What follows belongs to an exercise in optimizing a design on an open flow for small area and few clock cycles per item; a production flow would make more cautious choices. The RTL was checked by simulation tests, not by an equivalence proof against the original design. No activity file was given, so power comes from the tool's default toggle rates.

==> flow/design.v <==
module CRC8(
  input  [7:0] crc_in,
  input  [7:0] data,
  output [7:0] crc_out );
  function [7:0] step;
    input [7:0] c;
    input [7:0] b;
    integer k;
    reg [7:0] r;
    begin
      r = c;
      for (k = 7; k >= 0; k = k - 1)
        r = {r[6:0], 1'b0} ^ ((b[k] ^ r[7]) ? 8'h07 : 8'h00);
      step = r;
    end
  endfunction
  assign crc_out = step(crc_in, data);
endmodule
module FIFO(
  input        clk,
  input        reset,
  input  [7:0] dataIn,
  input        we,           
  input        re,           
  output       wready,       
  output       rready,       
  output [7:0] dataOut );
  reg [2047:0] ring;
  reg [7:0]    tpos;
  reg [7:0]    hpos;
  reg          wlast;
  wire same  = (tpos == hpos);
  wire full  = same && wlast;
  wire empty = same && !wlast;
  assign wready = (tpos[3:0] == 4'd15) && !full;
  assign rready = (hpos[4:0] == 5'd0) && !empty;
  wire doWrite = we && wready;
  wire doRead  = re && rready;
  wire [7:0] rport [0:7];
  genvar k;
  generate
    for (k = 0; k < 8; k = k + 1) begin : rp
      assign rport[k] = ring[256*k +: 8];
    end
    for (k = 0; k < 256; k = k + 1) begin : st
      if (k % 32 == 0) begin : wpe
        always @(posedge clk)
          ring[8*k +: 8] <= ~((doWrite && tpos[7:4] == (k+255)%256/16) ? ~dataIn : ring[8*((k+255)%256) +: 8]);
      end else if (k % 16 == 0) begin : wpo
        always @(posedge clk)
          ring[8*k +: 8] <= ~((doWrite && tpos[7:4] == (k+255)%256/16) ? dataIn : ring[8*((k+255)%256) +: 8]);
      end else begin : sh
        always @(posedge clk)
          ring[8*k +: 8] <= ring[8*(k-1) +: 8];
      end
    end
  endgenerate
  assign dataOut = rport[hpos[7:5]];
  always @(posedge clk) begin
    if (reset) begin
      tpos  <= 8'd0;
      hpos  <= 8'd0;
      wlast <= 1'b0;
    end else begin
      tpos  <= tpos + {7'd0, !doWrite};
      hpos  <= hpos + {7'd0, !doRead};
      if (doWrite != doRead) wlast <= doWrite;
    end
  end
endmodule
module Task1B(
  input clk,
  input reset,
  input t0,
  input t1,
  input t2,
  input t3,
  input t4,
  input t5,
  input t6,
  input t7,
  input tsent,
  output reg trecieve,
  output reg tx,
  output reg [7:0] crc );
  wire [7:0] din = {t0, t1, t2, t3, t4, t5, t6, t7};
  wire       wready, rready;
  wire [7:0] fifoOut;
  wire [7:0] crcNext;
  wire accept = tsent && !trecieve && wready;
  always @(posedge clk) begin
    if (reset) begin
      trecieve <= 1'b0;
      crc      <= 8'd0;
    end else begin
      if (accept) begin
        trecieve <= 1'b1;
        crc      <= crcNext;
      end else if (!tsent) begin
        trecieve <= 1'b0;
      end
    end
  end
  CRC8 crc8(.crc_in(crc), .data(din), .crc_out(crcNext));
  reg  [2:0] sub;         
  reg        busy;        
  reg  [3:0] bitn;        
  reg        loaded;      
  reg  [7:0] sh;
  reg        par;
  wire       tick = (sub == 3'd7);
  wire       load = !loaded && (!busy || bitn[3] || (bitn == 4'd7 && tick)) && rready;
  wire       start = tick && loaded && (!busy || bitn == 4'd11);
  always @(posedge clk) begin
    if (reset) begin
      sub    <= 3'd0;
      busy   <= 1'b0;
      bitn   <= 4'd0;
      loaded <= 1'b0;
      tx     <= 1'b1;
    end else begin
      sub <= sub + 3'd1;
      if (load) begin
        sh     <= fifoOut;
        loaded <= 1'b1;
      end
      if (start) begin
        busy   <= 1'b1;
        bitn   <= 4'd0;
        loaded <= 1'b0;
        tx     <= 1'b0;
      end else if (tick && busy) begin
        bitn <= bitn + 4'd1;
        if (bitn == 4'd11) begin
          busy <= 1'b0;
        end else if (bitn[3]) begin
          tx <= (bitn == 4'd8) ? par : 1'b1;
        end else begin
          tx  <= sh[0];
          par <= (bitn == 4'd0 ? 1'b0 : par) ^ sh[0];
          if (!load) sh <= {1'b0, sh[7:1]};
        end
      end
    end
  end
  FIFO fo(
    .clk(clk), .reset(reset),
    .dataIn(din), .we(tsent && !trecieve), .re(load),
    .wready(wready), .rready(rready), .dataOut(fifoOut));
endmodule
==> flow/run.sh <==
#!/bin/bash
# synth_recipe.tcl (not shown) runs the flow's synth.tcl, then flattens the netlist and writes it again
# the make line also repeats each setting of config.mk as NAME=value (left out here)
make -C /OpenROAD-flow-scripts/flow DESIGN_CONFIG=/design/flow/config.mk WORK_HOME=/design/flow/orfs CLKGATE_MAP_FILE= SYNTH_SCRIPT=/design/flow/synth_recipe.tcl finish
==> flow/config.mk <==
export PLATFORM = sky130hd
export DESIGN_NAME = Task1B
export DESIGN_NICKNAME = Task1B
export VERILOG_FILES = /design/flow/design.v
export SDC_FILE = /design/flow/constraint.sdc
export NUM_CORES = 4
export LEC_CHECK = 0
export ABC_AREA = 1
export CAP_MARGIN = 20
export CORE_MARGIN = 2
export CORE_UTILIZATION = 70
export CTS_BUF_LIST = sky130_fd_sc_hd__clkbuf_16
export CTS_CLUSTER_DIAMETER = 40
export CTS_CLUSTER_SIZE = 30
export PLACE_DENSITY = 0.8
export SLEW_MARGIN = 20
==> flow/constraint.sdc <==
create_clock -name core_clock -period 8.0 [get_ports {clk}]
set_input_delay 1.6000 -clock core_clock [delete_from_list [all_inputs] [get_ports {clk}]]
set_output_delay 1.6000 -clock core_clock [all_outputs]
set_load 0.01 [all_outputs]
==> Implementation_results.wiki, run 1 <==
{| class="wikitable"
! Metric !! Value
|-
| Max Transition Viols Final || 0
|-
| # fillers || roughly 3100
|-
| Num Clock Sinks || 2093
|-
| IO Pins || 21
|-
| Drt initial violations || between 1000 and 1500
|-
| Unique cell type count in the Yosys netlist || 29
|-
| Min Tclk post-route || roughly 3700 ps
|-
| FF+latch count, synth || 2093
|-
| Die Wd || 261 um
|-
| Clock transition at the registers of the reported paths || 80 ps
|-
| Count of max-cap constraint violations || 0
|-
| RSZ-0062 raised after global routing || no
|-
| Vias in the first global route || 21559
|-
| Commonest cells after routing, fill and taps aside || dfxtp_1 (2084), nand2_1 (302), inv_1 (193), clkbuf_16 (146), o21ai_0 (107)
|-
| Clk pwr share || 0.419
|-
| Top cells by area, synth || dfxtp_1 (90%), nand2_1 (2.5%), inv_1 (1.5%)
|-
| Multi-input logic area || 3200 um2
|-
| Worst Max-Slew Pin Slew || around 1200 ps
|-
| Growth of design area from synthesis to finish || 13.0%
|-
| Worst setup EP type || register
|-
| Clock root buffer || clkbuf_16
|-
| Non-filler cells, final || between 4000 and 5000
|-
| Combinational share of power || 0.011
|-
| Die Ht || 261 um
|-
| Final hold vios || 0
|-
| Area share of the largest cell type after synthesis || 0.904
|-
| Maximum level of the CTS H-tree || 4
|-
| Count of input and output buffers || 20
|-
| Data arrival time at the worst-slack endpoint || 4290 ps
|-
| Max rail drop VDD || 0.308 mV
|-
| Internal power || 14.4 mW
|-
| Startpoint of the most critical setup path || fo.hpos[5]
|-
| Clk buf depth || 3
|-
| TritonCTS clock tree || yes
|-
| Post-synth EDFFs || 9
|-
| Top flip-flop cell by instance count after synthesis || dfxtp_1
|-
| Switching Share || 0.217
|-
| Final setup viols || 0
|-
| Cell Pwr Density || around 350 nW/um2
|-
| Wire length per cell after detailed routing || approximately 21 um
|-
| Highest achievable clock rate || 271 MHz
|-
| Syn Nets || 2999
|-
| Num CTS Buffers || roughly 140
|-
| Post-DP HPWL || 43400 um
|-
| Most common cell after layout, fill and taps aside || dfxtp_1
|-
| Standard-cell rows || between 90 and 100
|-
| Static power due to leakage || 21.8 nW
|-
| Net count, final || ~3100
|-
| Drt first pass iters || 5
|-
| Maximum number of pins on one net before global-route repair || 27
|-
| Reg area || 42000 um2
|-
| Clock latency (worst-skew pair) || 760 ps
|-
| Maximum fanout along the worst path || 23
|-
| Post CTS Setup Buffer Count || 0
|-
| Worst Hold Launch || fo.ring[579]
|-
| Number of gates resized after cts || 0
|-
| Initial antenna violation count || 4
|-
| Slew Limit Headroom || 0.181
|-
| GRT Overall Usage || 0.262
|-
| RD Place Congestion || around 0.83
|-
| Reg-to-reg startpoint || fo.hpos[5]
|-
| Number of hold-repair buffers added at the cts stage || 0
|-
| Die Footprint || 68000 um2
|-
| Syn Inst Count || between 2000 and 3000
|-
| Final sum of negative setup slack || 0 ps
|-
| Switching pwr || 3.99 mW
|-
| Initial core utilization || 0.704
|-
| Gr ovfl total || 0
|-
| Hold slack final || around 290 ps
|-
| Largest clock skew in the final design || 66.4 ps
|-
| Cell Area, Synth || roughly 46000 um2
|-
| Share of total power in sequential cells || 0.570
|-
| CP Data Required Time || around 8600 ps
|-
| Warnings from Yosys || 3
|-
| Remaining number of nets flagged by the antenna check after routing || 0
|-
| Core area || 65500 um2
|-
| Vias per Instance || 4.87
|-
| Placed Cells || approximately 3800
|-
| Sort of element at the start of the critical path || register
|-
| First-pass GRT wire length || 129000 um
|-
| Async S/R FF share, synth || 0
|-
| Register-to-register setup slack || 4310 ps
|-
| Dominant cell type by area after synthesis || dfxtp_1
|-
| Post-detailed-route DRC marker count || 0
|-
| Outcome || no timing/DRC/antenna violations
|-
| Vias after detailed routing || roughly 20000
|-
| Aggregate routed wire length || 86600 um
|-
| Type of the worst setup path || register to register
|-
| Synthesized area per cell || 15.5 um2
|-
| Hold Crit Class || register to register
|-
| Sequential element share of the synthesized area || 0.910
|-
| Period Utilization, post-route || 0.461
|-
| Fraction of layout cells with a size suffix above 1 || 0.0834
|}
-- cell type report --
class | count | share of cell area
clock inverters | 108 | 0.0241
repair buffers | 28 | 0.00499
multi-input cells | 664 | 0.0613
inverters | 188 | 0.0135
flip-flops and latches | 2093 | 0.805
well taps | 864 | 0.0207
clock buffers | 146 | 0.0701
diodes | 1 | 0.0000480
-- cell families after synthesis --
kind of cell,after synthesis,synth area share
AO/OA/AOI/OAI,162,0.0177
adder cells (fa/ha/maj),8,0.00217
flip-flops,2093,0.910
AND/OR/NAND/NOR,476,0.0459
XOR/XNOR,18,0.00342
buffers and inverters,223,0.0207
-- final timing paths --
path                       end  cells past startpoint
setup / recovery    fo.tpos[7]                     13
hold / removal    fo.ring[587]                      0
setup reg to reg    fo.tpos[7]                     13
hold reg to reg   fo.ring[587]                      0
-- power by group through the flow --
| stage | registers, mW | logic, mW | clock network, mW |
|---|---|---|---|
| detailed placement | 10.7 | 0.204 | 0 |
| CTS | 10.5 | 0.214 | 7.79 |
| global route | 10.5 | 0.239 | 8.15 |
| finish | 10.5 | 0.211 | 7.70 |
| floorplan | 10.7 | 0.150 | 0 |
| global placement | 10.7 | 0.200 | 0 |
-- cell usage after synthesis, types with 2 or more instances --
library cell and count:
nor2_1 79, clkbuf_1 10, inv_1 186, xor2_1 8
nand3_4 13, nand2_2 2, nand2_1 302, dfxtp_1 2084
nor3_1 5, o21ai_1 31, nand3_1 57, buf_6 13
ha_1 8, clkinv_1 2, o21ai_0 107, buf_2 10
a21oi_1 21, buf_4 2, nand3b_1 2, edfxtp_1 9
xnor2_1 10, nand4_1 12
-- per-layer routing --
metal	global-route usage	part of all wire	up-vias
met5	0	0	-
met2	0.457	0.50	523
met4	0.114	0.040	0
met3	0.0510	0.044	215
li1	-	-	9485
met1	0.317	0.41	9725
-- sequential cells by signal, summed over array words and instances, names as in the netlist --
| register | cells |
|---|---|
| fo.ring | 2048 |
| crc | 8 |
| fo.hpos | 8 |
| fo.tpos | 8 |
| sh | 8 |
| bitn | 4 |
| sub | 3 |
| busy | 1 |
| fo.wlast | 1 |
| loaded | 1 |
| par | 1 |
| trecieve | 1 |
| tx | 1 |
-- metrics by stage --
step	area [um2]	util	total power [mW]	setup slack, ps
CTS	52100	0.796	18.5	4380
floorplan	46100	-	10.9	4810
detailed placement	47200	0.721	10.9	3830
global placement	47200	0.721	10.9	3830
finish	52100	0.796	18.4	4310
global route	52100	0.796	18.9	4070
-- worst max-delay path, stage by stage, from the launching register on --
cell     delay, ps
dfxtp_1        550
inv_1          350
nand2_1         80
nand2_1         70
nand2_1         50
nor2_1         180
nand3_2        730
nand2_2        430
ha_1           240
nand3_1        150
nor4_1         350
nand2_1        120
o21ai_0        170
a21oi_1         60
Testbench counts, summed over its fixed seeds: cycles 460,976, bytes 4,800.
==> run 2: changes to the inputs <==
==> flow/config.mk (replaced) <==
export PLATFORM = sky130hd
export DESIGN_NAME = Task1B
export DESIGN_NICKNAME = Task1B
export VERILOG_FILES = /design/flow/design.v
export SDC_FILE = /design/flow/constraint.sdc
export NUM_CORES = 4
export LEC_CHECK = 0
export CAP_MARGIN = 20
export CORE_MARGIN = 2
export CORE_UTILIZATION = 70
export CTS_BUF_LIST = sky130_fd_sc_hd__clkbuf_16
export CTS_CLUSTER_DIAMETER = 60
export CTS_CLUSTER_SIZE = 32
export PLACE_DENSITY = 0.8
export SLEW_MARGIN = 20
==> Implementation_results.wiki, run 2 <==
{| class="wikitable"
! Metric !! Value
|-
| Outcome || no timing/DRC/antenna violations
|-
| Synth Area in Simple Gates || 0.0172 (-0.0288)
|-
| Vias in the first global route || 18173 (-16%)
|-
| Standard-cell rows || 93 (-1.1%)
|-
| Cell Area, Synth || 45500 um2 (-1.3%)
|-
| Worst Max-Slew Pin Slew || 912 ps (-312 ps)
|-
| Highest achievable clock rate || 286 MHz (+5.6%)
|-
| Commonest cells after routing, fill and taps aside || dfxtp_1 (2084), mux2i_1 (148), clkbuf_16 (81), nor2_1 (36), inv_1 (28)
|-
| Unique cell type count in the Yosys netlist || 49 (+69%)
|-
| Maximum level of the CTS H-tree || 3 (-1)
|-
| Post-DP HPWL || 42900 um (-1.1%)
|-
| Most common cell after layout, fill and taps aside || dfxtp_1
|-
| Aggregate routed wire length || 76100 um (-12%)
|-
| Static power due to leakage || 20.2 nW (-7.2%)
|-
| Vias after detailed routing || 16766 (-16%)
|-
| Cell Pwr Density || 317 nW/um2 (-10%)
|-
| Maximum fanout along the worst path || 17 (-26%)
|-
| Number of antenna diodes || 0 (-1)
|-
| Warnings from Yosys || 3 (unchanged)
|-
| Fraction of layout cells with a size suffix above 1 || 0.0467 (-0.0367)
|-
| CP Data Required Time || 8580 ps (-20 ps)
|-
| Final sum of negative setup slack || 0 ps (unchanged)
|-
| Area share of fa/ha/maj cells after synthesis || 0.00220 (+0.0000293)
|-
| RD Place Congestion || 0.824 (-0.50%)
|-
| Clock root buffer || clkbuf_16
|-
| Most common library cells after synthesis || dfxtp_1 (2084), mux2i_1 (148), nor2_1 (36)
|-
| Initial antenna violation count || 8 (+4)
|-
| Number of gates resized after cts || 0 (unchanged)
|-
| Top flip-flop cell by instance count after synthesis || dfxtp_1
|-
| # fillers || 3291 (+5.9%)
|-
| GRT Overall Usage || 0.232 (-0.0299)
|-
| Slew Limit Headroom || 0.390 (+0.209)
|-
| Sort of element at the start of the critical path || input pin
|-
| Flip-flop count of the largest register after layout || 2048 (unchanged)
|-
| WP buf/inv || 2 (+1)
|-
| Post-detailed-route DRC marker count || 0 (unchanged)
|-
| Cell family with the largest share of critical-path delay || simple AND/OR/NAND/NOR gates
|-
| Die Ht || 259 um (-0.66%)
|-
| Die Wd || 259 um (-0.66%)
|-
| Count of input and output buffers || 20 (unchanged)
|-
| Min Tclk post-route || 3500 ps (-195 ps)
|-
| Register with the highest flop count || fo.ring
|-
| RSZ-0062 raised after global routing || no
|-
| Data arrival time at the worst-slack endpoint || 4080 ps (-210 ps)
|-
| Max Transition Viols Final || 0 (unchanged)
|-
| Clock latency (worst-skew pair) || 670 ps (-90 ps)
|-
| Die Footprint || 67100 um2 (-1.3%)
|-
| Hold slack final || 318 ps (+25.6 ps)
|-
| Clk buf depth || 3 (unchanged)
|-
| Worst setup EP type || register
|-
| Wire length per cell after detailed routing || 21.8 um (+3.1%)
|-
| Logic depth of the worst path, buffers included || 7 (-6)
|-
| Max rail drop VDD || 0.284 mV (-7.6%)
|-
| Post CTS Setup Buffer Count || 0 (unchanged)
|-
| Final setup viols || 0 (unchanged)
|-
| Sequential element share of the synthesized area || 0.922 (+0.0123)
|-
| Hold-critical path depth || 0 (unchanged)
|-
| Dominant cell type by area after synthesis || dfxtp_1
|-
| Startpoint of the most critical setup path || tsent
|-
| Top cells by area, synth || dfxtp_1 (92%), mux2i_1 (3.3%), edfxtp_1 (0.59%)
|-
| Cell with the most instances after synthesis || dfxtp_1
|-
| Combinational family with the most area after synthesis || multiplexers
|-
| Cell at the slowest stage of the critical path || nand4_2
|-
| First-pass GRT wire length || 112000 um (-13%)
|-
| FF+latch count, synth || 2093 (unchanged)
|-
| Xor and xnor area share after synthesis || 0.00910 (+0.00568)
|-
| Final hold vios || 0 (unchanged)
|-
| Worst stage delay on the critical path || 560 ps (-170 ps)
|-
| Count of max-cap constraint violations || 0 (unchanged)
|-
| Post-synth EDFFs || 9 (unchanged)
|-
| Net count, final || 2635 (-16%)
|-
| Remaining number of nets flagged by the antenna check after routing || 0 (unchanged)
|-
| IO Pins || 21 (unchanged)
|-
| Synthesized area per cell || 17.9 um2 (+16%)
|-
| Maximum number of pins on one net before global-route repair || 34 (+26%)
|-
| Register-to-register setup slack || 4850 ps (+540 ps)
|-
| Initial core utilization || 0.707 (+0.00316)
|-
| Gr ovfl total || 0 (unchanged)
|-
| Synthesized-area fraction occupied by ao, oa, aoi and oai cells || 0.0105 (-0.00721)
|-
| Hold Path Sink || fo.ring[578]
|-
| Clock transition at the registers of the reported paths || 110 ps (+30 ps)
|-
| Num Clock Sinks || 2093 (unchanged)
|-
| Capturing point of the worst reg2reg path || fo.hpos[6]
|-
| Worst reg2reg path depth || 11 (-2)
|-
| Vias per Instance || 4.81 (-1.4%)
|-
| Period Utilization, post-route || 0.437 (-0.0243)
|-
| Core area || 64300 um2 (-1.8%)
|-
| Num CTS Buffers || 77 (-44%)
|-
| Growth of design area from synthesis to finish || 7.36%
|-
| TritonCTS clock tree || yes
|-
| Worst Hold Launch || fo.ring[570]
|-
| Drt initial violations || 1079 (-21%)
|-
| Multiplexer share of the synthesized area || 0.0325 (+0.0325)
|-
| Async S/R FF share, synth || 0 (unchanged)
|-
| Syn Inst Count || 2541 (-15%)
|-
| Drt first pass iters || 5 (unchanged)
|-
| Largest clock skew in the final design || 38.6 ps (-27.8 ps)
|-
| Type of the worst setup path || input pin to register
|-
| Number of hold-repair buffers added at the cts stage || 0 (unchanged)
|-
| Hold Crit Class || register to register
|-
| Area share of the largest cell type after synthesis || 0.916 (+0.0122)
|-
| Reg-to-reg startpoint || sub[0]
|-
| Syn Nets || 2560 (-15%)
|-
| Crit path cell chain || clkdlybuf4s50_1 > and4b_1 > nand2_1 > a31oi_4 > buf_16 > nand4_2 > mux2i_1
|}
==> run 2: metrics by stage <==
stage | utilization | power [mW] | cell area [um2] | instances | worst slack (ps)
finish | 0.760 | 15.5 | 48900 | 3489 | 4500
floorplan | - | 10.8 | 45500 | 2541 | 4990
global placement | 0.725 | 10.9 | 46700 | 3391 | 3450
CTS | 0.759 | 15.5 | 48800 | 3488 | 4010
global route | 0.760 | 15.9 | 48900 | 3489 | 4440
detailed placement | 0.725 | 10.9 | 46700 | 3391 | 3340
==> run 2: layer usage <==
layer	vias up	track usage	routed length, um
met5	-	0	12
met4	2	0.0782	2440
met3	152	0.0331	2120
met2	265	0.415	39400
met1	8203	0.290	32200
li1	8144	-	-
==> run 2: cells by family after synthesis <==
group	Yosys count
xor+xnor	44
compound gates	67
simple gates	126
buf+inv	55
flops	2093
mux	148
fa+ha+maj	8
==> run 2: area by class of cell <==
| class | count | area [um2] | area share |
|---|---|---|---|
| flip-flops and latches | 2093 | 42000 | 0.859 |
| multi-input cells | 393 | 3260 | 0.0668 |
| clock buffers | 81 | 2030 | 0.0415 |
| well taps | 855 | 1070 | 0.0219 |
| repair buffers | 28 | 280 | 0.00573 |
| clock inverters | 16 | 156 | 0.00320 |
| inverters | 23 | 86.3 | 0.00177 |
==> run 2: worst max-delay path by stage <==
stage | end | slack (ps)
after floorplan | crc[2] | 4990
after global placement | fo.tpos[6] | 3450
final | fo.ring[1926] | 4500
after CTS | fo.tpos[5] | 4010
after global routing | fo.tpos[7] | 4440
after detailed placement | fo.tpos[6] | 3340
==> run 2: power by group <==
part	total (mW)	switching, mW	internal [mW]	leakage, nW
registers	10.5	0.0235	10.5	17.0
clock network	4.84	2.96	1.88	1.10
logic	0.161	0.0938	0.0670	2.12
==> run 3: changes to the inputs <==
--- a/flow/config.mk
+++ b/flow/config.mk
@@ -8,8 +8,8 @@
 export CAP_MARGIN = 20
 export CORE_MARGIN = 2
 export CORE_UTILIZATION = 70
-export CTS_BUF_LIST = sky130_fd_sc_hd__clkbuf_16
-export CTS_CLUSTER_DIAMETER = 60
-export CTS_CLUSTER_SIZE = 32
+export CTS_BUF_LIST = sky130_fd_sc_hd__clkbuf_8
+export CTS_CLUSTER_DIAMETER = 50
+export CTS_CLUSTER_SIZE = 18
 export PLACE_DENSITY = 0.8
 export SLEW_MARGIN = 20
==> Implementation_results.wiki, run 3 <==
{| class="wikitable"
! Metric !! Value
|-
| Register with the highest flop count || fo.ring
|-
| Vias after detailed routing || 16917 (+0.90%)
|-
| Drt first pass iters || 5 (unchanged)
|-
| Synthesized area per cell || 17.9 um2 (unchanged)
|-
| Cell Area, Synth || 45500 um2 (unchanged)
|-
| Cell Pwr Density || 313 nW/um2 (-1.3%)
|-
| Clk buf depth || 3 (unchanged)
|-
| Maximum level of the CTS H-tree || 4 (+1)
|-
| Clock latency (worst-skew pair) || 800 ps (+130 ps)
|-
| Drt initial violations || 952 (-12%)
|-
| Worst Max-Slew Pin Slew || 914 ps (+1.76 ps)
|-
| Clk pwr share || 0.304 (-0.009)
|-
| Top flip-flop cell by instance count after synthesis || dfxtp_1
|-
| Sort of element at the start of the critical path || register
|-
| Die Wd || 259 um (unchanged)
|-
| Type of the worst setup path || register to output pin
|-
| Highest achievable clock rate || 291 MHz (+1.8%)
|-
| Standard-cell rows || 93 (unchanged)
|-
| Core area || 64300 um2 (unchanged)
|-
| Warnings from Yosys || 3 (unchanged)
|-
| Cell family with the largest share of critical-path delay || buffers and inverters
|-
| Cell at the slowest stage of the critical path || clkdlybuf4s50_1
|-
| Num CTS Buffers || 137 (+78%)
|-
| GRT Overall Usage || 0.220 (-0.0123)
|-
| Count of input and output buffers || 20 (unchanged)
|-
| Final setup viols || 0 (unchanged)
|-
| Max Transition Viols Final || 0 (unchanged)
|-
| Maximum fanout along the worst path || 5 (-12)
|-
| Worst setup EP type || output pin
|-
| # fillers || 3218 (-2.2%)
|-
| Combinational share of power || 0.010 (about the same)
|-
| Outcome || no timing/DRC/antenna violations
|-
| Period Utilization, post-route || 0.429 (-0.00756)
|-
| Unique cell type count in the Yosys netlist || 49 (unchanged)
|-
| Final hold vios || 0 (unchanged)
|-
| Vias per Instance || 4.75 (-1.2%)
|-
| CP Data Required Time || 6400 ps (-2180 ps)
|-
| Switching pwr || 3.08 mW (about the same)
|-
| Most common library cells after synthesis || dfxtp_1 (2084), mux2i_1 (148), nor2_1 (36)
|-
| Top cells by area, synth || dfxtp_1 (92%), mux2i_1 (3.3%), edfxtp_1 (0.59%)
|-
| Post-synth EDFFs || 9 (unchanged)
|-
| Syn Nets || 2560 (unchanged)
|-
| Share of total power in sequential cells || 0.685 (+0.008)
|-
| Largest clock skew in the final design || 34.0 ps (-4.59 ps)
|-
| Cell with the most instances after synthesis || dfxtp_1
|-
| Slew Limit Headroom || 0.389 (-0.00118)
|-
| Num Clock Sinks || 2093 (unchanged)
|-
| Crit path cell chain || clkdlybuf4s50_1
|-
| Reg area || 42000 um2 (unchanged)
|-
| Flip-flop count of the largest register after layout || 2048 (unchanged)
|-
| Maximum number of pins on one net before global-route repair || 33 (-2.9%)
|-
| Vias in the first global route || 18222 (+0.27%)
|-
| Clock root buffer || clkbuf_8
|-
| Post-detailed-route DRC marker count || 0 (unchanged)
|-
| Switching Share || 0.201 (+0.00246)
|-
| WP buf/inv || 1 (-1)
|-
| Aggregate routed wire length || 71600 um (-6.0%)
|-
| Static power due to leakage || 20.2 nW (+0.16%)
|-
| Clock transition at the registers of the reported paths || 120 ps (about the same)
|-
| Post CTS Setup Buffer Count || 0 (unchanged)
|-
| Number of gates resized after cts || 0 (unchanged)
|-
| IO Pins || 21 (unchanged)
|-
| Data arrival time at the worst-slack endpoint || 1840 ps (-2240 ps)
|-
| Syn Inst Count || 2541 (unchanged)
|-
| Dominant cell type by area after synthesis || dfxtp_1
|-
| Pwr Total || 15.3 mW (-1.3%)
|-
| Area share of the largest cell type after synthesis || 0.916 (unchanged)
|-
| Post-DP HPWL || 42900 um (unchanged)
|-
| Async S/R FF share, synth || 0 (unchanged)
|-
| Multi-input logic area || 3260 um2 (unchanged)
|-
| First-pass GRT wire length || 107000 um (-4.9%)
|-
| Initial antenna violation count || 11 (+3)
|-
| RSZ-0062 raised after global routing || no
|-
| Internal power || 12.2 mW (-1.6%)
|-
| Final sum of negative setup slack || 0 ps (unchanged)
|-
| RD Place Congestion || 0.824 (unchanged)
|-
| Gr ovfl total || 0 (unchanged)
|-
| Sequential element share of the synthesized area || 0.922 (unchanged)
|-
| Fraction of layout cells with a size suffix above 1 || 0.0728 (+0.0261)
|-
| Max rail drop VDD || 0.242 mV (-15%)
|-
| Die Footprint || 67100 um2 (unchanged)
|-
| Initial core utilization || 0.707 (unchanged)
|-
| Die Ht || 259 um (unchanged)
|-
| Commonest cells after routing, fill and taps aside || dfxtp_1 (2084), mux2i_1 (148), clkbuf_8 (147), nor2_1 (36), inv_1 (26)
|-
| Wire length per cell after detailed routing || 20.1 um (-7.9%)
|-
| Net count, final || 2695 (+2.3%)
|-
| Number of hold-repair buffers added at the cts stage || 0 (unchanged)
|-
| Growth of design area from synthesis to finish || 7.36% (about the same)
|-
| Worst stage delay on the critical path || 590 ps (+30 ps)
|-
| Hold Crit Class || register to register
|-
| FF+latch count, synth || 2093 (unchanged)
|-
| Most common cell after layout, fill and taps aside || dfxtp_1
|-
| Min Tclk post-route || 3440 ps (-60.5 ps)
|-
| TritonCTS clock tree || yes
|-
| Remaining number of nets flagged by the antenna check after routing || 0 (unchanged)
|-
| Count of max-cap constraint violations || 0 (unchanged)
|}
[run 3: stage by stage]
| stage | std cells | hold slack [ps] | area (um2) | setup WS [ps] | utilization |
|---|---|---|---|---|---|
| 3_3_place_gp | 3391 | 310 | 46700 | 3450 | 0.725 |
| 5_1_grt | 3562 | 325 | 48900 | 4470 | 0.759 |
| 3_5_place_dp | 3391 | 312 | 46700 | 3340 | 0.725 |
| 4_1_cts | 3560 | 308 | 48800 | 4200 | 0.759 |
| 6_report | 3564 | 301 | 48900 | 4560 | 0.760 |
| 2_1_floorplan | 2541 | 310 | 45500 | 4990 | - |
[run 3: worst paths after layout]
kind	slack (ps)	startpoint	depth (start not counted)	to
hold / removal	300	fo.ring[543]	0	fo.ring[551]
hold reg to reg	300	fo.ring[543]	0	fo.ring[551]
setup reg to reg	4820	sub[0]	11	fo.hpos[6]
setup / recovery	4560	crc[6]	1	crc[6]
[run 3: logic make-up (layout without fill, tap and decap cells)]
logic type      count (synthesis)  after routing  share of synthesized area
fa+ha+maj                       8              8                    0.00220
xor+xnor                       44             44                    0.00910
other cells                     0              3                          0
simple gates                  126            126                     0.0172
compound gates                 67             67                     0.0105
flops                        2093           2093                      0.922
mux                           148            148                     0.0325
buf+inv                        55            220                    0.00610
[run 3: routing by layer]
metal,wire (um),track usage
met2,36300,0.379
met1,31000,0.276
met5,13,0
met4,1840,0.0859
met3,2450,0.0400
[run 3: area by class of cell]
class,count,area share
repair buffers,28,0.00573
diodes,3,0.000154
clock buffers,147,0.0414
clock inverters,22,0.00315
flip-flops and latches,2093,0.859
well taps,855,0.0219
inverters,23,0.00177
multi-input cells,393,0.0668
[run 3: power groups by stage]
| stage | clock network [mW] | registers [mW] | logic (mW) |
|---|---|---|---|
| 3_5_place_dp | 0 | 10.7 | 0.158 |
| 5_1_grt | 5.09 | 10.5 | 0.173 |
| 2_1_floorplan | 0 | 10.7 | 0.115 |
| 4_1_cts | 4.75 | 10.5 | 0.160 |
| 6_report | 4.65 | 10.5 | 0.159 |
| 3_3_place_gp | 0 | 10.7 | 0.149 |
==> run 4: changes to the inputs <==
--- a/flow/config.mk
+++ b/flow/config.mk
@@ -5,11 +5,11 @@
 export SDC_FILE = /design/flow/constraint.sdc
 export NUM_CORES = 4
 export LEC_CHECK = 0
-export CAP_MARGIN = 20
+export CAP_MARGIN = 0
 export CORE_MARGIN = 2
 export CORE_UTILIZATION = 70
 export CTS_BUF_LIST = sky130_fd_sc_hd__clkbuf_8
 export CTS_CLUSTER_DIAMETER = 50
 export CTS_CLUSTER_SIZE = 18
 export PLACE_DENSITY = 0.8
-export SLEW_MARGIN = 20
+export SLEW_MARGIN = 0
==> Implementation_results.wiki, run 4 <==
{| class="wikitable"
! Metric !! Value
|-
| Clk buf depth || 3 (unchanged)
|-
| Clk pwr share || 0.304 (about the same)
|-
| Syn Nets || 2560 (unchanged)
|-
| Vias after detailed routing || 16911 (-0.035%)
|-
| Maximum fanout along the worst path || 29 (+24)
|-
| Sort of element at the start of the critical path || input pin
|-
| IO Pins || 21 (unchanged)
|-
| Largest clock skew in the final design || 32.3 ps (-1.63 ps)
|-
| Outcome || no timing/DRC/antenna violations
|-
| Final hold vios || 0 (unchanged)
|-
| Combinational share of power || 0.010 (about the same)
|-
| Slew Limit Headroom || 0.226 (-0.163)
|-
| Cell Area, Synth || 45500 um2 (unchanged)
|-
| Area share of the largest cell type after synthesis || 0.916 (unchanged)
|-
| Net count, final || 2694 (-0.037%)
|-
| Register with the highest flop count || fo.ring
|-
| Initial core utilization || 0.707 (unchanged)
|-
| Clock transition at the registers of the reported paths || 110 ps (about the same)
|-
| Cell Pwr Density || 313 nW/um2 (about the same)
|-
| Count of input and output buffers || 20 (unchanged)
|-
| Period Utilization, post-route || 0.484 (+0.0544)
|-
| Cell at the slowest stage of the critical path || a31oi_4
|-
| Multi-input logic area || 3260 um2 (unchanged)
|-
| Maximum number of pins on one net before global-route repair || 33 (unchanged)
|-
| Syn Inst Count || 2541 (unchanged)
|-
| WP buf/inv || 2 (+1)
|-
| First-pass GRT wire length || 107000 um (unchanged)
|-
| Worst stage delay on the critical path || 920 ps (+330 ps)
|-
| RSZ-0062 raised after global routing || no
|-
| GRT Overall Usage || 0.220 (unchanged)
|-
| Crit path cell chain || clkdlybuf4s50_1 > and4b_1 > nand2_1 > a31oi_4 > inv_1 > ha_1 > ha_1 > nand3_1 > xor2_1 > nor2_1
|-
| Most common cell after layout, fill and taps aside || dfxtp_1
|-
| Placement Cell Area || 46700 um2 (unchanged)
|-
| Number of hold-repair buffers added at the cts stage || 0 (unchanged)
|-
| Drt initial violations || 856 (-10%)
|-
| Num Clock Sinks || 2093 (unchanged)
|-
| Hold slack final || 305 ps (+3.19 ps)
|-
| Highest achievable clock rate || 258 MHz (-11%)
|-
| Wire length per cell after detailed routing || 20.1 um (about the same)
|-
| Post-DP HPWL || 42900 um (unchanged)
|-
| Die Ht || 259 um (unchanged)
|-
| Final setup viols || 0 (unchanged)
|-
| Final critical-path setup slack || 4130 ps (-435 ps)
|-
| Top flip-flop cell by instance count after synthesis || dfxtp_1
|-
| Synthesized area per cell || 17.9 um2 (unchanged)
|-
| Die Footprint || 67100 um2 (unchanged)
|-
| Post-synth EDFFs || 9 (unchanged)
|-
| Post CTS Setup Buffer Count || 0 (unchanged)
|-
| Worst slack after detailed placement || 3340 ps (unchanged)
|-
| Top cells by area, synth || dfxtp_1 (92%), mux2i_1 (3.3%), edfxtp_1 (0.59%)
|-
| Cell family with the largest share of critical-path delay || compound AO/OA/AOI/OAI gates
|-
| RD Place Congestion || 0.824 (unchanged)
|-
| Core area || 64300 um2 (unchanged)
|-
| Num CTS Buffers || 137 (unchanged)
|-
| Warnings from Yosys || 3 (unchanged)
|-
| Post-detailed-route DRC marker count || 0 (unchanged)
|-
| Async S/R FF share, synth || 0 (unchanged)
|-
| Initial antenna violation count || 11 (unchanged)
|-
| Cell type with the highest occurrence count on the critical path || ha_1
|-
| Flip-flop count of the largest register after layout || 2048 (unchanged)
|-
| Gr ovfl total || 0 (unchanged)
|-
| FF+latch count, synth || 2093 (unchanged)
|-
| Cell with the most instances after synthesis || dfxtp_1
|-
| Worst setup EP type || register
|-
| Vias per Instance || 4.75 (about the same)
|-
| Clock latency (worst-skew pair) || 800 ps (about the same)
|-
| Number of gates resized after cts || 0 (unchanged)
|-
| Hold Crit Class || register to register
|-
| Most common library cells after synthesis || dfxtp_1 (2084), mux2i_1 (148), nor2_1 (36)
|-
| Pwr Total || 15.3 mW (about the same)
|-
| Maximum level of the CTS H-tree || 4 (unchanged)
|-
| Switching Share || 0.201 (about the same)
|-
| Worst Max-Slew Pin Slew || 1160 ps (+248 ps)
|-
| Count of max-cap constraint violations || 0 (unchanged)
|-
| Static power due to leakage || 20.2 nW (about the same)
|-
| Share of total power in sequential cells || 0.685 (about the same)
|-
| Layout Cell Area excl Fill || 48800 um2 (about the same)
|-
| Sequential element share of the synthesized area || 0.922 (unchanged)
|-
| Clock root buffer || clkbuf_8
|-
| Unique cell type count in the Yosys netlist || 49 (unchanged)
|-
| Aggregate routed wire length || 71500 um (-0.13%)
|-
| Max Transition Viols Final || 0 (unchanged)
|-
| Commonest cells after routing, fill and taps aside || dfxtp_1 (2084), mux2i_1 (148), clkbuf_8 (147), nor2_1 (36), inv_1 (26)
|-
| Internal power || 12.2 mW (about the same)
|-
| # fillers || 3220 (+0.062%)
|-
| Max rail drop VDD || 0.237 mV (-2.0%)
|-
| CP Data Required Time || 8670 ps (+2270 ps)
|-
| Fraction of layout cells with a size suffix above 1 || 0.0725 (-0.000343)
|-
| Reg area || 42000 um2 (unchanged)
|-
| Die Wd || 259 um (unchanged)
|-
| Data arrival time at the worst-slack endpoint || 4540 ps (+2700 ps)
|-
| Type of the worst setup path || input pin to register
|-
| Dominant cell type by area after synthesis || dfxtp_1
|-
| Standard-cell rows || 93 (unchanged)
|-
| Min Tclk post-route || 3870 ps (+435 ps)
|-
| Remaining number of nets flagged by the antenna check after routing || 0 (unchanged)
|-
| Drt first pass iters || 8 (+3)
|-
| Final sum of negative setup slack || 0 ps (unchanged)
|-
| Vias in the first global route || 18222 (unchanged)
|-
| TritonCTS clock tree || yes
|-
| Switching pwr || 3.08 mW (about the same)
|-
| Growth of design area from synthesis to finish || 7.30% (about the same)
|}
==> run 4: cell counts after synthesis <==
Identical to the previous run, type by type.
==> run 4: cells by family (layout without fill, tap and decap cells) <==
kind of cell             after synthesis  count (layout)  share of synthesized area
AO/OA/AOI/OAI                         67              67                     0.0105
XOR/XNOR                              44              44                    0.00910
adder cells (fa/ha/maj)                8               8                    0.00220
buffers and inverters                 55             219                    0.00610
flip-flops                          2093            2093                      0.922
multiplexers                         148             148                     0.0325
other                                  0               2                          0
AND/OR/NAND/NOR                      126             126                     0.0172
==> run 4: per-layer routing <==
| layer | wire length, um | track usage | up-vias | share of wire |
|---|---|---|---|---|
| met5 | 13 | 0 | - | 0.00018 |
| met4 | 1910 | 0.0859 | 2 | 0.027 |
| met3 | 2390 | 0.0400 | 137 | 0.033 |
| met2 | 36100 | 0.379 | 310 | 0.51 |
| met1 | 31100 | 0.276 | 8205 | 0.43 |
| li1 | - | - | 8257 | - |
==> run 4: final cells by class <==
type | instances | share of cell area
flip-flops and latches | 2093 | 0.860
clock buffers | 147 | 0.0414
clock inverters | 22 | 0.00315
multi-input cells | 393 | 0.0668
diodes | 2 | 0.000102
repair buffers | 27 | 0.00517
inverters | 23 | 0.00177
well taps | 855 | 0.0219
==> run 4: worst paths after layout <==
path | startpoint | endpoint | slack (ps) | depth (start not counted)
hold / removal | fo.ring[543] | fo.ring[551] | 300 | 0
setup / recovery | tsent | fo.tpos[6] | 4130 | 10
hold reg to reg | fo.ring[543] | fo.ring[551] | 300 | 0
setup reg to reg | fo.hpos[7] | fo.tpos[6] | 4750 | 10
==> run 4: metrics by stage <==
stage | utilization | std cells
finish | 0.759 | 3562
global route | 0.759 | 3561
CTS | 0.759 | 3560
detailed placement | 0.725 | 3391
global placement | 0.725 | 3391
floorplan | - | 2541
==> run 4: power groups by stage <==
| stage | registers, mW | logic (mW) | clock network (mW) |
|---|---|---|---|
| finish | 10.5 | 0.159 | 4.65 |
| floorplan | 10.7 | 0.115 | 0 |
| detailed placement | 10.7 | 0.158 | 0 |
| global placement | 10.7 | 0.149 | 0 |
| global route | 10.5 | 0.173 | 5.09 |
| CTS | 10.5 | 0.160 | 4.75 |
==> run 5: changes to the inputs <==
--- a/flow/config.mk
+++ b/flow/config.mk
@@ -11,5 +11,5 @@
 export CTS_BUF_LIST = sky130_fd_sc_hd__clkbuf_8
 export CTS_CLUSTER_DIAMETER = 50
 export CTS_CLUSTER_SIZE = 18
-export PLACE_DENSITY = 0.8
+export PLACE_DENSITY = 0.9
 export SLEW_MARGIN = 0
==> Implementation_results.wiki, run 5 <==
{| class="wikitable"
! Metric !! Value
|-
| Outcome || no timing/DRC/antenna violations
|-
| Cell Pwr Density || 314 nW/um2 (+0.25%)
|-
| Clock latency (worst-skew pair) || 810 ps (about the same)
|-
| Maximum level of the CTS H-tree || 4 (unchanged)
|-
| Wire length per cell after detailed routing || 22.3 um (+11%)
|-
| FF+latch count, synth || 2093 (unchanged)
|-
| Post-layout utilization of the core || 0.759 (about the same)
|-
| Clock root buffer || clkbuf_8
|-
| Initial antenna violation count || 6 (-5)
|-
| Async S/R FF share, synth || 0 (unchanged)
|-
| Commonest cells after routing, fill and taps aside || dfxtp_1 (2084), mux2i_1 (148), clkbuf_8 (142), nor2_1 (36), inv_1 (28)
|-
| Flip-flop count of the largest register after layout || 2048 (unchanged)
|-
| Synthesized area per cell || 17.9 um2 (unchanged)
|-
| Drt initial violations || 969 (+13%)
|-
| Data arrival time at the worst-slack endpoint || 4280 ps (-260 ps)
|-
| Crit path cell chain || xor2_1 > nor4_2 > a31o_2 > ha_1 > ha_1 > and3_1 > nand3_1 > xor2_1 > nor2_1
|-
| Final setup viols || 0 (unchanged)
|-
| Layout Cell Area excl Fill || 48800 um2 (about the same)
|-
| Core area || 64300 um2 (unchanged)
|-
| Hold slack final || 314 ps (+9.27 ps)
|-
| Placement Cell Area || 46700 um2 (about the same)
|-
| Gr ovfl total || 0 (unchanged)
|-
| Initial core utilization || 0.707 (unchanged)
|-
| Warnings from Yosys || 3 (unchanged)
|-
| Vias after detailed routing || 17404 (+2.9%)
|-
| CP Data Required Time || 8720 ps (+50 ps)
|-
| Final hold vios || 0 (unchanged)
|-
| Reg-to-reg startpoint || fo.hpos[5]
|-
| RD Place Congestion || 0.809 (-1.8%)
|-
| Standard-cell rows || 93 (unchanged)
|-
| Aggregate routed wire length || 79600 um (+11%)
|-
| Sequential element share of the synthesized area || 0.922 (unchanged)
|-
| Placed Cells || 3392 (+0.029%)
|-
| Syn Inst Count || 2541 (unchanged)
|-
| Drt first pass iters || 5 (-3)
|-
| Most common library cells after synthesis || dfxtp_1 (2084), mux2i_1 (148), nor2_1 (36)
|-
| Unique cell type count in the Yosys netlist || 49 (unchanged)
|-
| Count of max-cap constraint violations || 0 (unchanged)
|-
| Remaining number of nets flagged by the antenna check after routing || 0 (unchanged)
|-
| Register with the highest flop count || fo.ring
|-
| Dominant cell type by area after synthesis || dfxtp_1
|-
| Top flip-flop cell by instance count after synthesis || dfxtp_1
|-
| Number of hold-repair buffers added at the cts stage || 0 (unchanged)
|-
| Num CTS Buffers || 136 (-0.73%)
|-
| Maximum fanout along the worst path || 22 (-24%)
|-
| Syn Nets || 2560 (unchanged)
|-
| Max rail drop VDD || 0.225 mV (-5.1%)
|-
| Cell with the most instances after synthesis || dfxtp_1
|-
| Cell Area, Synth || 45500 um2 (unchanged)
|-
| Top cells by area, synth || dfxtp_1 (92%), mux2i_1 (3.3%), edfxtp_1 (0.59%)
|-
| Largest clock skew in the final design || 25.8 ps (-6.58 ps)
|-
| Clock transition at the registers of the reported paths || 110 ps (about the same)
|-
| Min Tclk post-route || 3560 ps (-315 ps)
|-
| Num Clock Sinks || 2093 (unchanged)
|-
| IO Pins || 21 (unchanged)
|-
| Post-detailed-route DRC marker count || 0 (unchanged)
|-
| Type of the worst setup path || register to register
|-
| Worst Hold Launch || fo.ring[1352]
|-
| Static power due to leakage || 20.2 nW (-0.12%)
|-
| Number of gates resized after cts || 0 (unchanged)
|-
| Startpoint of the most critical setup path || fo.hpos[5]
|-
| Slew Limit Headroom || 0.315 (+0.0897)
|-
| Sort of element at the start of the critical path || register
|-
| Vias in the first global route || 18844 (+3.4%)
|-
| Worst Max-Slew Pin Slew || 1030 ps (-136 ps)
|-
| Max Transition Viols Final || 0 (unchanged)
|-
| Worst setup EP type || register
|-
| Net count, final || 2694 (unchanged)
|-
| Maximum number of pins on one net before global-route repair || 33 (unchanged)
|-
| Period Utilization, post-route || 0.444 (-0.0394)
|-
| Clk buf depth || 3 (unchanged)
|-
| Growth of design area from synthesis to finish || 7.24% (about the same)
|-
| Die Ht || 259 um (unchanged)
|-
| Hold Crit Class || register to register
|-
| Post CTS Setup Buffer Count || 0 (unchanged)
|-
| Most common cell after layout, fill and taps aside || dfxtp_1
|-
| Vias per Instance || 4.89 (+2.9%)
|-
| Die Footprint || 67100 um2 (unchanged)
|-
| Post-DP HPWL || 49200 um (+15%)
|-
| Final sum of negative setup slack || 0 ps (unchanged)
|-
| Highest achievable clock rate || 281 MHz (+8.9%)
|-
| Die Wd || 259 um (unchanged)
|-
| Post-synth EDFFs || 9 (unchanged)
|-
| First-pass GRT wire length || 117000 um (+9.2%)
|-
| Worst stage delay on the critical path || 1010 ps (+90 ps)
|-
| Fraction of layout cells with a size suffix above 1 || 0.0703 (-0.00211)
|-
| Count of input and output buffers || 20 (unchanged)
|-
| Cell at the slowest stage of the critical path || dfxtp_1
|-
| RSZ-0062 raised after global routing || no
|-
| Non-filler cells, final || 3562 (unchanged)
|-
| Area share of the largest cell type after synthesis || 0.916 (unchanged)
|-
| TritonCTS clock tree || yes
|-
| GRT Overall Usage || 0.244 (+0.0240)
|}
[run 5: cell types whose count changed in the layout (fill, tap and decap cells not counted), sizes merged, moves of 2 or more]
| cell | change |
|---|---|
| clkinvlp | +2 |
| diode | +4 |
| inv | -2 |
| clkbuf | -5 |
[run 5: logic make-up after synthesis]
logic type      count (synthesis)  synth area share
compound gates                 67            0.0105
xor+xnor                       44           0.00910
fa+ha+maj                       8           0.00220
buf+inv                        55           0.00610
flops                        2093             0.922
mux                           148            0.0325
simple gates                  126            0.0172
[run 5: report_power, final]
| group | switching [mW] | internal [mW] | total (mW) |
|---|---|---|---|
| clock | 3.00 | 1.67 | 4.66 |
| sequential | 0.0269 | 10.5 | 10.5 |
| combinational | 0.103 | 0.0686 | 0.171 |
| total | 3.13 | 12.2 | 15.3 |
[run 5: layout make-up]
cell class                      count  area, um2
Sequential cell                  2093      42000
Inverter                           23       86.3
Clock inverter                     22        179
Tap cell                          855       1070
Antenna cell                        6       15.0
Timing Repair Buffer               28        260
Clock buffer                      142       1950
Multi-Input combinational cell    393       3260
Fill cell                        3041      15500
[run 5: through the flow]
step | total power, mW | worst slack (ps)
6_report | 15.3 | 4440
3_5_place_dp | 10.9 | 3900
3_3_place_gp | 10.9 | 3910
5_1_grt | 15.7 | 4340
4_1_cts | 15.4 | 4450
2_1_floorplan | 10.8 | 4990
[run 5: path summary, 6_finish.rpt]
path              slack, ps       endpoint  depth (start not counted)
setup / recovery       4440     fo.hpos[6]                          9
hold / removal          310  fo.ring[1360]                          0
setup reg to reg       4440     fo.hpos[6]                          9
hold reg to reg         310  fo.ring[1360]                          0
[run 5: critical path: cells and delay by family, from the launching register on]
kind	cells	cell delay (ps)
XOR/XNOR	2	410
flip-flops	1	1010
adder cells (fa/ha/maj)	2	490
AND/OR/NAND/NOR	4	1030
AO/OA/AOI/OAI	1	520
[run 5: per-layer routing]
metal	part of all wire	up-vias	wire length (um)	global-route usage
met2	0.53	462	41800	0.439
met3	0.044	188	3480	0.0514
met5	0.00016	-	13	0
met1	0.40	8491	31800	0.286
li1	-	8261	-	-
met4	0.031	2	2490	0.0931
==> run 6: changes to the inputs <==
--- a/flow/config.mk
+++ b/flow/config.mk
@@ -9,7 +9,7 @@
 export CORE_MARGIN = 2
 export CORE_UTILIZATION = 70
 export CTS_BUF_LIST = sky130_fd_sc_hd__clkbuf_8
-export CTS_CLUSTER_DIAMETER = 50
-export CTS_CLUSTER_SIZE = 18
+export CTS_CLUSTER_DIAMETER = 45
+export CTS_CLUSTER_SIZE = 20
 export PLACE_DENSITY = 0.9
 export SLEW_MARGIN = 0
==> Implementation_results.wiki, run 6 <==
{| class="wikitable"
! Metric !! Value
|-
| Worst setup EP type || output pin
|-
| Reg-to-reg startpoint || fo.hpos[5]
|-
| Vias per Instance || 4.91 (+0.59%)
|-
| Count of input and output buffers || 20 (unchanged)
|-
| Post-layout utilization of the core || 0.768 (+0.00935)
|-
| Area share of the largest cell type after synthesis || 0.916 (unchanged)
|-
| Cell family with the largest share of critical-path delay || buffers and inverters
|-
| Die Wd || 259 um (unchanged)
|-
| FF+latch count, synth || 2093 (unchanged)
|-
| Commonest cells after routing, fill and taps aside || dfxtp_1 (2084), clkbuf_8 (155), mux2i_1 (148), inv_1 (37), nor2_1 (36)
|-
| Worst reg2reg path depth || 9 (unchanged)
|-
| Maximum level of the CTS H-tree || 4 (unchanged)
|-
| Clk buf depth || 3 (unchanged)
|-
| Clock latency (worst-skew pair) || 810 ps (about the same)
|-
| Sort of element at the start of the critical path || register
|-
| Number of hold-repair buffers added at the cts stage || 0 (unchanged)
|-
| Gr ovfl total || 0 (unchanged)
|-
| Maximum fanout along the worst path || 4 (-82%)
|-
| Drt first pass iters || 8 (+3)
|-
| Initial antenna violation count || 7 (+1)
|-
| Hold Crit Class || register to register
|-
| Combinational share of power || 0.011 (about the same)
|-
| Max rail drop VDD || 0.245 mV (+8.9%)
|-
| Wire length per cell after detailed routing || 22.6 um (+1.2%)
|-
| Hold slack final || 317 ps (+2.92 ps)
|-
| Num Clock Sinks || 2093 (unchanged)
|-
| Slew Limit Headroom || 0.393 (+0.0780)
|-
| Switching Share || 0.204 (about the same)
|-
| Unique cell type count in the Yosys netlist || 49 (unchanged)
|-
| Core area || 64300 um2 (unchanged)
|-
| RD Place Congestion || 0.809 (unchanged)
|-
| Cell at the slowest stage of the critical path || clkdlybuf4s50_1
|-
| WP buf/inv || 1 (+1)
|-
| Crit path cell chain || clkdlybuf4s50_1
|-
| Post-synth EDFFs || 9 (unchanged)
|-
| Warnings from Yosys || 3 (unchanged)
|-
| Growth of design area from synthesis to finish || 8.56%
|-
| Remaining number of nets flagged by the antenna check after routing || 0 (unchanged)
|-
| Highest achievable clock rate || 290 MHz (+3.2%)
|-
| Final setup viols || 0 (unchanged)
|-
| Post-detailed-route DRC marker count || 0 (unchanged)
|-
| Initial core utilization || 0.707 (unchanged)
|-
| Num CTS Buffers || 134 (-1.5%)
|-
| Syn Nets || 2560 (unchanged)
|-
| Switching pwr || 3.25 mW (+4.0%)
|-
| Period Utilization, post-route || 0.431 (-0.0139)
|-
| Synthesized area per cell || 17.9 um2 (unchanged)
|-
| Largest clock skew in the final design || 28.6 ps (+2.80 ps)
|-
| Final sum of negative setup slack || 0 ps (unchanged)
|-
| Most common cell after layout, fill and taps aside || dfxtp_1
|-
| Data arrival time at the worst-slack endpoint || 1840 ps (-2440 ps)
|-
| GRT Overall Usage || 0.250 (+0.00623)
|-
| Most common library cells after synthesis || dfxtp_1 (2084), mux2i_1 (148), nor2_1 (36)
|-
| Register with the highest flop count || fo.ring
|-
| Static power due to leakage || 20.5 nW (+1.7%)
|-
| Worst stage delay on the critical path || 590 ps (-420 ps)
|-
| Die Ht || 259 um (unchanged)
|-
| Number of gates resized after cts || 0 (unchanged)
|-
| Cell Pwr Density || 323 nW/um2 (+2.8%)
|-
| Count of max-cap constraint violations || 0 (unchanged)
|-
| Dominant cell type by area after synthesis || dfxtp_1
|-
| Hold-critical path depth || 0 (unchanged)
|-
| Logic depth of the worst path, buffers included || 1 (-8)
|-
| Outcome || no timing/DRC/antenna violations
|-
| Die Footprint || 67100 um2 (unchanged)
|-
| Startpoint of the most critical setup path || crc[4]
|-
| Final hold vios || 0 (unchanged)
|-
| Cell Area, Synth || 45500 um2 (unchanged)
|-
| IO Pins || 21 (unchanged)
|-
| Post CTS Setup Buffer Count || 0 (unchanged)
|-
| Aggregate routed wire length || 81400 um (+2.3%)
|-
| Sequential element share of the synthesized area || 0.922 (unchanged)
|-
| Clock transition at the registers of the reported paths || 110 ps (about the same)
|-
| Internal power || 12.7 mW (+4.1%)
|-
| Fraction of layout cells with a size suffix above 1 || 0.0820 (+0.0116)
|-
| First-pass GRT wire length || 120000 um (+2.9%)
|-
| Clock root buffer || clkbuf_8
|-
| Max Transition Viols Final || 0 (unchanged)
|-
| Async S/R FF share, synth || 0 (unchanged)
|-
| Worst Max-Slew Pin Slew || 908 ps (-117 ps)
|-
| Post-DP HPWL || 49200 um (unchanged)
|-
| Top flip-flop cell by instance count after synthesis || dfxtp_1
|-
| Min Tclk post-route || 3440 ps (-111 ps)
|-
| Maximum number of pins on one net before global-route repair || 33 (unchanged)
|-
| Top cells by area, synth || dfxtp_1 (92%), mux2i_1 (3.3%), edfxtp_1 (0.59%)
|-
| # fillers || 2931 (-3.6%)
|-
| Clk pwr share || 0.332 (+0.028)
|-
| Vias after detailed routing || 17703 (+1.7%)
|-
| Net count, final || 2692 (-0.074%)
|-
| CP Data Required Time || 6400 ps (-2320 ps)
|-
| Cell with the most instances after synthesis || dfxtp_1
|-
| Drt initial violations || 1158 (+20%)
|-
| RSZ-0062 raised after global routing || no
|-
| Standard-cell rows || 93 (unchanged)
|-
| Type of the worst setup path || register to output pin
|-
| Worst Hold Launch || fo.ring[1352]
|-
| Syn Inst Count || 2541 (unchanged)
|-
| Flip-flop count of the largest register after layout || 2048 (unchanged)
|-
| TritonCTS clock tree || yes
|-
| Share of total power in sequential cells || 0.657 (-0.027)
|-
| Vias in the first global route || 19211 (+1.9%)
|}
-- run 6: cell types whose count changed in the layout (fill, tap and decap cells not counted), moves of 3 or more --
cell	previous run	this run
clkbuf_8	142	155
bufinv_16	1	11
inv_1	28	37
clkinv_2	1	6
diode_2	6	2
inv_6	1	4
-- run 6: cells by family after synthesis --
family | count (synthesis) | share of synthesized area
buf+inv | 55 | 0.00610
flops | 2093 | 0.922
fa+ha+maj | 8 | 0.00220
compound gates | 67 | 0.0105
xor+xnor | 44 | 0.00910
simple gates | 126 | 0.0172
mux | 148 | 0.0325
-- run 6: worst paths after layout --
path	to	slack, ps
worst max-delay path	crc[4]	4560
worst min register to register	fo.ring[1360]	320
worst max register to register	fo.hpos[6]	4610
worst min-delay path	fo.ring[1360]	320
-- run 6: final cells by class --
class,count,area [um2],share of cell area
sequential,2093,42000,0.850
clock buffer,155,2130,0.0432
clock inverter,53,612,0.0124
antenna,2,5.00,0.000101
multi-input combinational,393,3260,0.0661
timing repair buffer,28,260,0.00527
tap,855,1070,0.0216
inverter,23,86.3,0.00175
-- run 6: stage by stage --
stage | power (mW) | cell area (um2) | setup WS (ps) | std cells
2_1_floorplan | 10.8 | 45500 | 4990 | 2541
3_3_place_gp | 10.9 | 46700 | 3910 | 3392
3_5_place_dp | 10.9 | 46700 | 3900 | 3392
4_1_cts | 16.0 | 49400 | 4500 | 3600
5_1_grt | 16.4 | 49400 | 4480 | 3600
6_report | 15.9 | 49400 | 4560 | 3602
-- run 6: power groups by stage --
stage               combinational, mW  clock (mW)  sequential (mW)
floorplan                       0.115           0             10.7
global placement                0.151           0             10.7
detailed placement              0.166           0             10.7
CTS                             0.170        5.35             10.5
global route                    0.183        5.70             10.5
finish                          0.173        5.29             10.5
-- run 6: routing by layer --
layer	up-vias	global-route usage	share of wire
li1	8288	-	-
met1	8656	0.294	0.40
met2	534	0.446	0.52
met3	221	0.0488	0.043
met4	4	0.109	0.036
met5	-	0	0.00037
==> run 7: changes to the inputs <==
==> flow/flow/run.sh (new file) <==
#!/bin/bash
# Standard layout, with the clock tree options passed straight to CTS.
cp standard.sh standard_copy.sh.txt
export CTS_ARGS="-sink_clustering_enable -repair_clock_nets -sink_clustering_size 18 -sink_clustering_max_diameter 50 -buf_list sky130_fd_sc_hd__clkbuf_8"
bash standard.sh > standard.log 2>&1
==> flow/standard.sh (new file) <==
#!/bin/bash
# synth_recipe.tcl (not shown) runs the flow's synth.tcl, then flattens the netlist and writes it again
# the make line also repeats each setting of config.mk as NAME=value (left out here)
make -C /OpenROAD-flow-scripts/flow DESIGN_CONFIG=/design/flow/config.mk WORK_HOME=/design/flow/orfs CLKGATE_MAP_FILE= SYNTH_SCRIPT=/design/flow/synth_recipe.tcl "${@:-finish}"
==> flow/config.mk (replaced) <==
export PLATFORM = sky130hd
export DESIGN_NAME = Task1B
export DESIGN_NICKNAME = Task1B
export VERILOG_FILES = /design/flow/design.v
export SDC_FILE = /design/flow/constraint.sdc
export NUM_CORES = 4
export LEC_CHECK = 0
export CAP_MARGIN = 20
export CORE_MARGIN = 2
export CORE_UTILIZATION = 70
export CTS_BUF_LIST = sky130_fd_sc_hd__clkbuf_8
export CTS_CLUSTER_DIAMETER = 50
export CTS_CLUSTER_SIZE = 18
export PLACE_DENSITY = 0.8
export SLEW_MARGIN = 20
removed: flow/run.sh
==> Implementation_results.wiki, run 7 <==
{| class="wikitable"
! Metric !! Value
|-
| Initial antenna violation count || 11 (+4)
|-
| Aggregate routed wire length || 71600 um (-12%)
|-
| Type of the worst setup path || register to output pin
|-
| Most common cell after layout, fill and taps aside || dfxtp_1
|-
| Cell with the most instances after synthesis || dfxtp_1
|-
| Clk buf depth || 3 (unchanged)
|-
| First-pass GRT wire length || 107000 um (-11%)
|-
| IO Pins || 21 (unchanged)
|-
| FF+latch count, synth || 2093 (unchanged)
|-
| Most common library cells after synthesis || dfxtp_1 (2084), mux2i_1 (148), nor2_1 (36)
|-
| Final sum of negative setup slack || 0 ps (unchanged)
|-
| Hold Crit Class || register to register
|-
| Pwr Total || 15.3 mW (-4.1%)
|-
| Post-DP HPWL || 42900 um (-13%)
|-
| Post CTS Setup Buffer Count || 0 (unchanged)
|-
| Die Wd || 259 um (unchanged)
|-
| Vias after detailed routing || 16917 (-4.4%)
|-
| Flip-flop count of the largest register after layout || 2048 (unchanged)
|-
| Vias in the first global route || 18222 (-5.1%)
|-
| Drt initial violations || 952 (-18%)
|-
| Register with the highest flop count || fo.ring
|-
| Num CTS Buffers || 137 (+2.2%)
|-
| Hold slack final || 301 ps (-15.4 ps)
|-
| Initial core utilization || 0.707 (unchanged)
|-
| Maximum number of pins on one net before global-route repair || 33 (unchanged)
|-
| Period Utilization, post-route || 0.429 (-0.00109)
|-
| Synthesized area per cell || 17.9 um2 (unchanged)
|-
| Die Footprint || 67100 um2 (unchanged)
|-
| Worst stage delay on the critical path || 590 ps (about the same)
|-
| Clock transition at the registers of the reported paths || 120 ps (about the same)
|-
| Warnings from Yosys || 3 (unchanged)
|-
| Cell family with the largest share of critical-path delay || buffers and inverters
|-
| Growth of design area from synthesis to finish || 7.36%
|-
| Max rail drop VDD || 0.242 mV (-1.3%)
|-
| Commonest cells after routing, fill and taps aside || dfxtp_1 (2084), mux2i_1 (148), clkbuf_8 (147), nor2_1 (36), inv_1 (26)
|-
| Number of hold-repair buffers added at the cts stage || 0 (unchanged)
|-
| RSZ-0062 raised after global routing || no
|-
| Top cells by area, synth || dfxtp_1 (92%), mux2i_1 (3.3%), edfxtp_1 (0.59%)
|-
| Maximum fanout along the worst path || 5 (+1)
|-
| # fillers || 3218 (+9.8%)
|-
| Maximum level of the CTS H-tree || 4 (unchanged)
|-
| Final hold vios || 0 (unchanged)
|-
| Gr ovfl total || 0 (unchanged)
|-
| Non-filler cells, final || 3564 (-1.1%)
|-
| Core area || 64300 um2 (unchanged)
|-
| Remaining number of nets flagged by the antenna check after routing || 0 (unchanged)
|-
| Cell at the slowest stage of the critical path || clkdlybuf4s50_1
|-
| Outcome || no timing/DRC/antenna violations
|-
| GRT Overall Usage || 0.220 (-0.0302)
|-
| Number of gates resized after cts || 0 (unchanged)
|-
| Drt first pass iters || 5 (-3)
|-
| Worst Max-Slew Pin Slew || 914 ps (+5.60 ps)
|-
| Area share of the largest cell type after synthesis || 0.916 (unchanged)
|-
| Static power due to leakage || 20.2 nW (-1.5%)
|-
| Sort of element at the start of the critical path || register
|-
| Max Transition Viols Final || 0 (unchanged)
|-
| Standard-cell rows || 93 (unchanged)
|-
| Fraction of layout cells with a size suffix above 1 || 0.0728 (-0.00917)
|-
| Slew Limit Headroom || 0.389 (-0.00439)
|-
| Post-detailed-route DRC marker count || 0 (unchanged)
|-
| Die Ht || 259 um (unchanged)
|-
| Wire length per cell after detailed routing || 20.1 um (-11%)
|-
| Final setup viols || 0 (unchanged)
|-
| Register-to-register setup slack || 4820 ps (+210 ps)
|-
| Cell Area, Synth || 45500 um2 (unchanged)
|-
| Data arrival time at the worst-slack endpoint || 1840 ps (about the same)
|-
| Highest achievable clock rate || 291 MHz (+0.25%)
|-
| Crit path cell chain || clkdlybuf4s50_1
|-
| Post-synth EDFFs || 9 (unchanged)
|-
| Vias per Instance || 4.75 (-3.4%)
|-
| Async S/R FF share, synth || 0 (unchanged)
|-
| CP Data Required Time || 6400 ps (about the same)
|-
| Clock latency (worst-skew pair) || 800 ps (about the same)
|-
| Net count, final || 2695 (+0.11%)
|-
| Worst setup EP type || output pin
|-
| Num Clock Sinks || 2093 (unchanged)
|-
| Unique cell type count in the Yosys netlist || 49 (unchanged)
|-
| Count of max-cap constraint violations || 0 (unchanged)
|-
| Cell Pwr Density || 313 nW/um2 (-3.1%)
|-
| Sequential element share of the synthesized area || 0.922 (unchanged)
|-
| Top flip-flop cell by instance count after synthesis || dfxtp_1
|-
| RD Place Congestion || 0.824 (+1.8%)
|-
| Syn Inst Count || 2541 (unchanged)
|-
| Dominant cell type by area after synthesis || dfxtp_1
|-
| Clock root buffer || clkbuf_8
|-
| Largest clock skew in the final design || 34.0 ps (+5.42 ps)
|-
| Count of input and output buffers || 20 (unchanged)
|-
| WP buf/inv || 1 (unchanged)
|-
| Placed Cells || 3391 (-0.029%)
|-
| Min Tclk post-route || 3440 ps (-8.71 ps)
|-
| Syn Nets || 2560 (unchanged)
|-
| TritonCTS clock tree || yes
|}
run 7: layout make-up:
type | count | area (um2) | share of cell area
Sequential cell | 2093 | 42000 | 0.859
Clock buffer | 147 | 2020 | 0.0414
Tap cell | 855 | 1070 | 0.0219
Clock inverter | 22 | 154 | 0.00315
Antenna cell | 3 | 7.51 | 0.000154
Inverter | 23 | 86.3 | 0.00177
Timing Repair Buffer | 28 | 280 | 0.00573
Multi-Input combinational cell | 393 | 3260 | 0.0668
run 7: routing by layer:
layer	global-route usage	up-vias	wire (um)
met5	0	-	13
met4	0.0859	2	1840
met3	0.0400	128	2450
met2	0.379	317	36300
met1	0.276	8209	31000
li1	-	8261	-
run 7: cells by family after synthesis:
group	synth area share
flops	0.922
mux	0.0325
simple gates	0.0172
compound gates	0.0105
buf+inv	0.00610
xor+xnor	0.00910
fa+ha+maj	0.00220
run 7: power breakdown:
group | internal [mW] | switching [mW] | total, mW | leakage [nW]
Combinational | 0.0670 | 0.0923 | 0.159 | 2.12
Clock | 1.69 | 2.96 | 4.65 | 1.13
Sequential | 10.5 | 0.0234 | 10.5 | 17.0
run 7: worst paths after layout:
path / from / endpoint / depth (start not counted)
hold / removal: fo.ring[543] / fo.ring[551] / 0
setup / recovery: crc[6] / crc[6] / 1
setup reg to reg: sub[0] / fo.hpos[6] / 11
hold reg to reg: fo.ring[543] / fo.ring[551] / 0
run 7: through the flow:
| stage | worst slack, ps | instance area (um2) | utilization |
|---|---|---|---|
| finish | 4560 | 48900 | 0.760 |
| global route | 4470 | 48900 | 0.759 |
| CTS | 4200 | 48800 | 0.759 |
| detailed placement | 3340 | 46700 | 0.725 |
| global placement | 3450 | 46700 | 0.725 |
| floorplan | 4990 | 45500 | - |

==> static timing again, ports no longer ideal <==
Ports are ideal in the flow. The routed layouts listed here were re-timed in OpenROAD. Step 1, drivers: a clkbuf_16 drives clk and a buf_2 each remaining input, both assumed. Step 2 moves the port delays by t, midway between the first and last clock arrival at a register: inputs arrive t later, outputs are due t later. That takes back most of the time a late clock gives input paths. Slacks: ideal ports / drivers / drivers and shift; pairs: ideal ports / drivers.
| run | shift t [ns] | slack for setup (ns) | slew at the worst register clock pin (ns) | worst data-port slew with drivers (ns) |
|---|---|---|---|---|
| run 1 | 0.787 | 4.310 / 4.310 / 3.683 | 0.11 / 0.11 | 0.05 |
| run 2 | 0.720 | 4.504 / 4.539 / 3.819 | 0.12 / 0.12 | 0.06 |
| run 3 | 0.840 | 4.565 / 4.501 / 3.876 | 0.12 / 0.12 | 0.05 |
| run 4 | 0.839 | 4.129 / 4.162 / 3.323 | 0.11 / 0.11 | 0.05 |
| run 5 | 0.855 | 4.444 / 4.444 / 3.892 | 0.12 / 0.12 | 0.06 |
| run 6 | 0.851 | 4.556 / 4.495 / 3.851 | 0.12 / 0.12 | 0.07 |
| run 7 | 0.840 | 4.565 / 4.501 / 3.876 | 0.12 / 0.12 | 0.05 |
After both steps every run listed still meets setup and hold. For run 4, which loses most, drivers alone change the setup slack by +0.033 ns; drivers and shift together by -0.806 ns.
